Source: an optimization exercise on an open RTL-to-GDS flow (aim: small area and a short achievable clock period). Production flows keep margins and buffers that such runs may drop.
Function not checked in this run: the RTL went through the layout flow alone.
No activity file was given, so power comes from the tool's default toggle rates.

[flow/config.mk]
export PLATFORM = sky130hd
export DESIGN_NAME = ModulatorFrontEnd
export DESIGN_NICKNAME = ModulatorFrontEnd
export VERILOG_FILES = /design/flow/design.v
export SDC_FILE = /design/flow/constraint.sdc
export NUM_CORES = 4
export LEC_CHECK = 0
export ABC_AREA = 1
export CAP_MARGIN = 20
export CORE_MARGIN = 2
export CORE_UTILIZATION = 40
export SLEW_MARGIN = 20
[flow/constraint.sdc]
create_clock -name core_clock -period 4.5 [get_ports {SYMBOL_CLK}]
set_input_delay 0.9000 -clock core_clock [delete_from_list [all_inputs] [get_ports {SYMBOL_CLK}]]
set_output_delay 0.9000 -clock core_clock [all_outputs]
set_load 0.01 [all_outputs]
[flow/design.v]
`timescale 1 ns / 1 ps
module ModulatorFrontEnd(
	input SYMBOL_CLK,
	input RST,
	input [15:0] SUBCARRIER_INDEX,
	input [3:0] ALLOCATED_BIT_NUM,
	input [9:0] PARALLEL_BIT_IN,
	input PARALLEL_BIT_IN_VALID,
	output [27:0] DATA_OUT_RE,
	output [27:0] DATA_OUT_IM,
	output [15:0] DATA_OUT_INDEX,
	output DATA_OUT_VALID,
	output [27:0] DATA_OUT_RE_HER,
	output [27:0] DATA_OUT_IM_HER,
	output [15:0] DATA_OUT_INDEX_HER,
	output DATA_OUT_VALID_HER
);
wire en = (SUBCARRIER_INDEX >= 16'd3) && (SUBCARRIER_INDEX <= 16'd49);
wire [3:0] nb = ALLOCATED_BIT_NUM;
wire s_re = (nb == 4'd1) ? ~PARALLEL_BIT_IN[9] :
		(nb == 4'd2) ? ~PARALLEL_BIT_IN[9] :
		(nb == 4'd3) ? ~PARALLEL_BIT_IN[9] :
		(nb == 4'd4) ? ~PARALLEL_BIT_IN[9] :
		(nb == 4'd5) ? ~PARALLEL_BIT_IN[9] :
		(nb == 4'd6) ? ~PARALLEL_BIT_IN[9] :
		(nb == 4'd7) ? ~PARALLEL_BIT_IN[9] :
		(nb == 4'd8) ? ~PARALLEL_BIT_IN[9] :
		1'b0;
wire [12:0] m_re = en ? ((nb == 4'd1) ? 13'd4096 :
		(nb == 4'd2) ? 13'd2896 :
		(nb == 4'd3) ? (PARALLEL_BIT_IN[8] ? 13'd1672 : 13'd5017) :
		(nb == 4'd4) ? (PARALLEL_BIT_IN[8] ? 13'd1295 : 13'd3886) :
		(nb == 4'd5) ? (PARALLEL_BIT_IN[8] ? (PARALLEL_BIT_IN[7] ? 13'd2748 : 13'd916) : (PARALLEL_BIT_IN[7] ? 13'd4579 : (PARALLEL_BIT_IN[5] ? 13'd916 : 13'd2748))) :
		(nb == 4'd6) ? (PARALLEL_BIT_IN[8] ? (PARALLEL_BIT_IN[7] ? 13'd1896 : 13'd632) : (PARALLEL_BIT_IN[7] ? 13'd3160 : 13'd4424)) :
		(nb == 4'd7) ? (PARALLEL_BIT_IN[8] ? (PARALLEL_BIT_IN[7] ? (PARALLEL_BIT_IN[6] ? 13'd2262 : 13'd3166) : (PARALLEL_BIT_IN[6] ? 13'd1357 : 13'd452)) : (PARALLEL_BIT_IN[7] ? (PARALLEL_BIT_IN[6] ? 13'd4976 : 13'd4071) : (PARALLEL_BIT_IN[6] ? (PARALLEL_BIT_IN[4] ? 13'd1357 : 13'd2262) : (PARALLEL_BIT_IN[4] ? 13'd452 : 13'd3166)))) :
		(nb == 4'd8) ? (PARALLEL_BIT_IN[8] ? (PARALLEL_BIT_IN[7] ? (PARALLEL_BIT_IN[6] ? 13'd1571 : 13'd2199) : (PARALLEL_BIT_IN[6] ? 13'd942 : 13'd314)) : (PARALLEL_BIT_IN[7] ? (PARALLEL_BIT_IN[6] ? 13'd3456 : 13'd2827) : (PARALLEL_BIT_IN[6] ? 13'd4084 : 13'd4712))) :
		13'd0) : 13'd0;
wire [12:0] l_re;
assign l_re[0] = 1'b0;
genvar g_re;
generate for (g_re = 1; g_re < 13; g_re = g_re + 1) begin : low_re
	assign l_re[g_re] = l_re[g_re-1] | m_re[g_re-1];
end endgenerate
wire nz_re = l_re[12] | m_re[12];
wire [13:0] p_re = {s_re & nz_re, m_re ^ ({13{s_re}} & l_re)};
wire [13:0] n_re = {~s_re & nz_re, m_re ^ ({13{~s_re}} & l_re)};
wire s_im = (nb == 4'd1) ? 1'b0 :
		(nb == 4'd2) ? PARALLEL_BIT_IN[8] :
		(nb == 4'd3) ? PARALLEL_BIT_IN[7] :
		(nb == 4'd4) ? PARALLEL_BIT_IN[7] :
		(nb == 4'd5) ? PARALLEL_BIT_IN[6] :
		(nb == 4'd6) ? PARALLEL_BIT_IN[6] :
		(nb == 4'd7) ? PARALLEL_BIT_IN[5] :
		(nb == 4'd8) ? PARALLEL_BIT_IN[5] :
		1'b0;
wire [12:0] m_im = en ? ((nb == 4'd1) ? 13'd0 :
		(nb == 4'd2) ? 13'd2896 :
		(nb == 4'd3) ? 13'd1672 :
		(nb == 4'd4) ? (PARALLEL_BIT_IN[6] ? 13'd1295 : 13'd3886) :
		(nb == 4'd5) ? (PARALLEL_BIT_IN[8] ? (PARALLEL_BIT_IN[5] ? 13'd916 : 13'd2748) : (PARALLEL_BIT_IN[7] ? (PARALLEL_BIT_IN[5] ? 13'd916 : 13'd2748) : 13'd4579)) :
		(nb == 4'd6) ? (PARALLEL_BIT_IN[5] ? (PARALLEL_BIT_IN[4] ? 13'd1896 : 13'd632) : (PARALLEL_BIT_IN[4] ? 13'd3160 : 13'd4424)) :
		(nb == 4'd7) ? (PARALLEL_BIT_IN[8] ? (PARALLEL_BIT_IN[4] ? (PARALLEL_BIT_IN[3] ? 13'd1357 : 13'd452) : (PARALLEL_BIT_IN[3] ? 13'd2262 : 13'd3166)) : (PARALLEL_BIT_IN[7] ? (PARALLEL_BIT_IN[4] ? (PARALLEL_BIT_IN[3] ? 13'd1357 : 13'd452) : (PARALLEL_BIT_IN[3] ? 13'd2262 : 13'd3166)) : (PARALLEL_BIT_IN[3] ? 13'd4976 : 13'd4071))) :
		(nb == 4'd8) ? (PARALLEL_BIT_IN[4] ? (PARALLEL_BIT_IN[3] ? (PARALLEL_BIT_IN[2] ? 13'd1571 : 13'd2199) : (PARALLEL_BIT_IN[2] ? 13'd942 : 13'd314)) : (PARALLEL_BIT_IN[3] ? (PARALLEL_BIT_IN[2] ? 13'd3456 : 13'd2827) : (PARALLEL_BIT_IN[2] ? 13'd4084 : 13'd4712))) :
		13'd0) : 13'd0;
wire [12:0] l_im;
assign l_im[0] = 1'b0;
genvar g_im;
generate for (g_im = 1; g_im < 13; g_im = g_im + 1) begin : low_im
	assign l_im[g_im] = l_im[g_im-1] | m_im[g_im-1];
end endgenerate
wire nz_im = l_im[12] | m_im[12];
wire [13:0] p_im = {s_im & nz_im, m_im ^ ({13{s_im}} & l_im)};
wire [13:0] n_im = {~s_im & nz_im, m_im ^ ({13{~s_im}} & l_im)};
reg [13:0] q_re, q_im, q_imn;
reg [15:0] q_index;
reg q_valid;
always @(posedge SYMBOL_CLK) begin
	q_re <= p_re;
	q_im <= p_im;
	q_imn <= n_im;
	q_index <= SUBCARRIER_INDEX;
	q_valid <= PARALLEL_BIT_IN_VALID & ~RST;
end
assign DATA_OUT_RE = {{2{q_re[13]}}, q_re, 12'd0};
assign DATA_OUT_IM = {{2{q_im[13]}}, q_im, 12'd0};
assign DATA_OUT_RE_HER = {{2{q_re[13]}}, q_re, 12'd0};
assign DATA_OUT_IM_HER = {{2{q_imn[13]}}, q_imn, 12'd0};
assign DATA_OUT_INDEX = q_index;
assign DATA_OUT_INDEX_HER = q_index;
assign DATA_OUT_VALID = q_valid;
assign DATA_OUT_VALID_HER = q_valid;
endmodule
[flow/flow/run.sh]
#!/bin/bash
# Standard ORFS layout, with the port buffers made of buf_1 cells instead of
# the delay buffers buffer_ports picks by default.
set -euo pipefail
bash standard.sh BUFFER_PORTS_ARGS="-buffer_cell sky130_fd_sc_hd__buf_1" finish > standard.log 2>&1
[flow/standard.sh]
#!/bin/bash
# synth_recipe.tcl (not shown) runs the flow's synth.tcl, then flattens the netlist and writes it again
# the make line also repeats each setting of config.mk as NAME=value (left out here)
make -C /OpenROAD-flow-scripts/flow DESIGN_CONFIG=/design/flow/config.mk WORK_HOME=/design/flow/orfs CLKGATE_MAP_FILE= SYNTH_SCRIPT=/design/flow/synth_recipe.tcl "${@:-finish}"
==> flow_summary.json <==
{
  "grt_pass1_vias": 3466,
  "clock_path_buffers": 2,
  "clkTransAtPathRegs_ns": 0.06,
  "die_h_um": 108,
  "synth_most_common_cell": "nand2_1",
  "n_antenna_cell": 0,
  "ctsResizeCount": 0,
  "cp.required_ns": 4.73,
  "gp_congestion": 0.921,
  "chipWidth_um": 108,
  "antenna_found_initial": 0,
  "grt-busiest-layer": "met2",
  "synth_top_area_share_pct": 26.8,
  "grt_first_pass_wirelength_um": 16900,
  "dieArea_sq_mm": 0.0117,
  "max_slew_margin_pct": 54.3,
  "irDropWorstVdd_uv": 251,
  "cts_buffers": 9,
  "postRouteAntennaNets": 0,
  "synth-async-reset-ratio_pct": 0,
  "synth_seq_cells": 58,
  "use_met3_pct": 2.41,
  "multi_input_area_sq_mm": 0.00227,
  "ff_latch_area_sq_mm": 0.00116,
  "cts_tree": "built",
  "core_area_sq_mm": 0.0104,
  "nFillCells": 1137,
  "fin_crit_ns": 3.25,
  "hold_violations": 0,
  "cp-start-kind": "primary input",
  "fmax_ghz": 0.308,
  "dp_hpwl_um": 8780,
  "synth_warnings": 1,
  "vias": 3912,
  "avgViaCountPerCell": 4.58,
  "synth_flop_cell": "dfxtp_1",
  "root_buffer": "clkbuf_8",
  "synth.area.top_cells": "dfxtp_1 27%, buf_4 16%, nand2_1 12%",
  "wl_um": 10800,
  "design_area_sq_mm": 0.00464,
  "io_buffers": 128,
  "wl_per_cell_um": 12.6,
  "arrival_ns": 3.48,
  "ctsHoldBuffers": 0,
  "synthXorXnorAreaFrac_pct": 3.64,
  "setup_violations": 0,
  "cts_max_level": 3,
  "grt_max_degree": 16,
  "synth.avg_cell_area_sq_um": 6.94,
  "power.total_uw": 1160,
  "synth_cell_types": 47,
  "area_growth_pct": 7.20,
  "synth_adder_area_share_pct": 5.20,
  "post_cts_buffers": 0,
  "holdWs_ns": 0.687,
  "met2_usage_pct": 31.2,
  "drive_above_1_share_pct": 8.77,
  "synth_edf_count": 0,
  "grt_overflow": 0,
  "yosys-top-cells-count": "139 x nand2_1, 90 x buf_4, 81 x inv_1",
  "synthSimpleGateAreaFrac_pct": 27.7,
  "critPathKind": "in -> reg",
  "drtIter0Drc": 210,
  "slew_viol_final": 0,
  "synth_mux_area_share_pct": 0.520,
  "clock_sinks": 58,
  "grt_usage_pct": 18.2,
  "use_met1_pct": 23.8,
  "synth.cell_area_sq_mm": 0.00433,
  "cap_viol_max_count": 0,
  "drc_errors": 0,
  "synth_compound_area_share_pct": 11.4,
  "worst_pin_slew_ns": 0.686,
  "status": "timing/DRC/antenna clean",
  "io_pins": 179,
  "synth_seq_area_share_pct": 26.8,
  "synth_top_area_cell": "dfxtp_1",
  "cp-end-kind": "flip-flop",
  "rsz0062_at_grt": "no",
  "synth_top_family_by_area": "simple AND/OR/NAND/NOR gates",
  "worstPathMaxFanout": 14,
  "num_rows": 37,
  "leakagePower_uw": 0.00242,
  "p_per_area_mw_per_mm2": 251,
  "start_util_pct": 41.6,
  "tns_ns": 0,
  "dpl_cell_area_sq_mm": 0.00445,
  "synth_cells": 624,
  "finalCritPeriodShare_pct": 72.2,
  "hold_class": "in -> reg",
  "drtPass1Iterations": 6,
  "layout.nets": 764
}
## kinds of logic (layout without fill, tap and decap cells)
family,count (synthesis),in the layout
and+or+nand+nor,260,260
xor gates and xnor gates,18,18
adders and majority gates,18,18
other,1,48
muxes,2,2
DFF,58,58
buffers and inverters,190,237
AOI/OAI and AO/OA,77,77
## path summary, 6_finish.rpt
kind / from / endpoint / slack, ns / cells past startpoint
max: PARALLEL_BIT_IN[8] / q_re[12] / 1.25 / 13
min: SUBCARRIER_INDEX[15] / q_index[15] / 0.69 / 1
## critical path, stage by stage
cell and delay (ns):
buf_1 0.46, inv_1 0.25, ha_1 0.32, o211ai_1 0.26
nand3_1 0.14, nand4_1 0.20, nand3_4 0.17, nor2_8 0.15
nand4_4 0.18, o21bai_2 0.25, nand2_1 0.08, nand2_1 0.07
inv_1 0.04
## final cells by class
type	count	area share, %
clock buffers	9	2.67
clock inverters	7	1.48
inverters	91	7.47
multi-input cells	423	49.0
flip-flops and latches	58	25.0
well taps	136	3.67
repair buffers	130	10.7
## per-stage QoR
stage	setup slack (ns)	util, %	std cells
2_1_floorplan	1.73	-	671
3_3_place_gp	0.916	42.7	838
3_5_place_dp	0.915	42.7	838
4_1_cts	1.28	44.6	854
5_1_grt	0.949	44.6	854
6_report	1.25	44.6	854
## sequential cells by signal, indices dropped and copies added, names as in the netlist
name / count
q_imn: 14
q_re: 14
q_im: 13
q_valid: 1
q_index: 16
## cell usage in the layout, fill, tap and decap left out, types with 5 or more instances in the layout
| master | n |
|---|---|
| nand2_1 | 139 |
| nor2_1 | 46 |
| a21oi_1 | 14 |
| clkbuf_8 | 9 |
| buf_1 | 128 |
| ha_1 | 18 |
| inv_2 | 9 |
| nand3_1 | 35 |
| xnor2_1 | 5 |
| nand2_2 | 8 |
| xor2_1 | 13 |
| o211ai_1 | 8 |
| conb_1 | 48 |
| nor2_2 | 5 |
| dfxtp_1 | 58 |
| inv_1 | 81 |
| o21ai_0 | 34 |
## where the power goes
part,internal (uW),switching [uW]
registers,522,3.85
logic,47.8,129
clock network,254,206
## routing by layer
layer,share of wire [%],wire length [um],vias to the layer above
met4,1.1,119,0
li1,-,-,1994
met5,0,0,-
met1,44,4770,1738
met2,48,5130,170
met3,6.9,740,10

## what the ideal ports hide
No port has a modelled driver above. Below, the same layout with a new extraction and two added sets of constraints.
Step 1 assumes that a clkbuf_16 drives the clock port and a buf_2 every other input.
Step 2 times the ports against the registers' clock, not the clock port: input delays grow and output delays shrink by t, the midpoint of the rising clock arrivals with the driver on.
a / b / c = ideal / step 1 / step 2; a / b = the first two.
t, ns: 0.359
slack for setup (ns): 1.252 / 1.255 / 0.896
latest minus earliest clock arrival (ns): 0.008 / 0.008
worst register clock-pin slew, ns: 0.07 / 0.07
After both steps setup and hold are still met in this run. For this run, drivers alone change the setup slack by +0.003 ns; drivers and shift together by -0.356 ns.
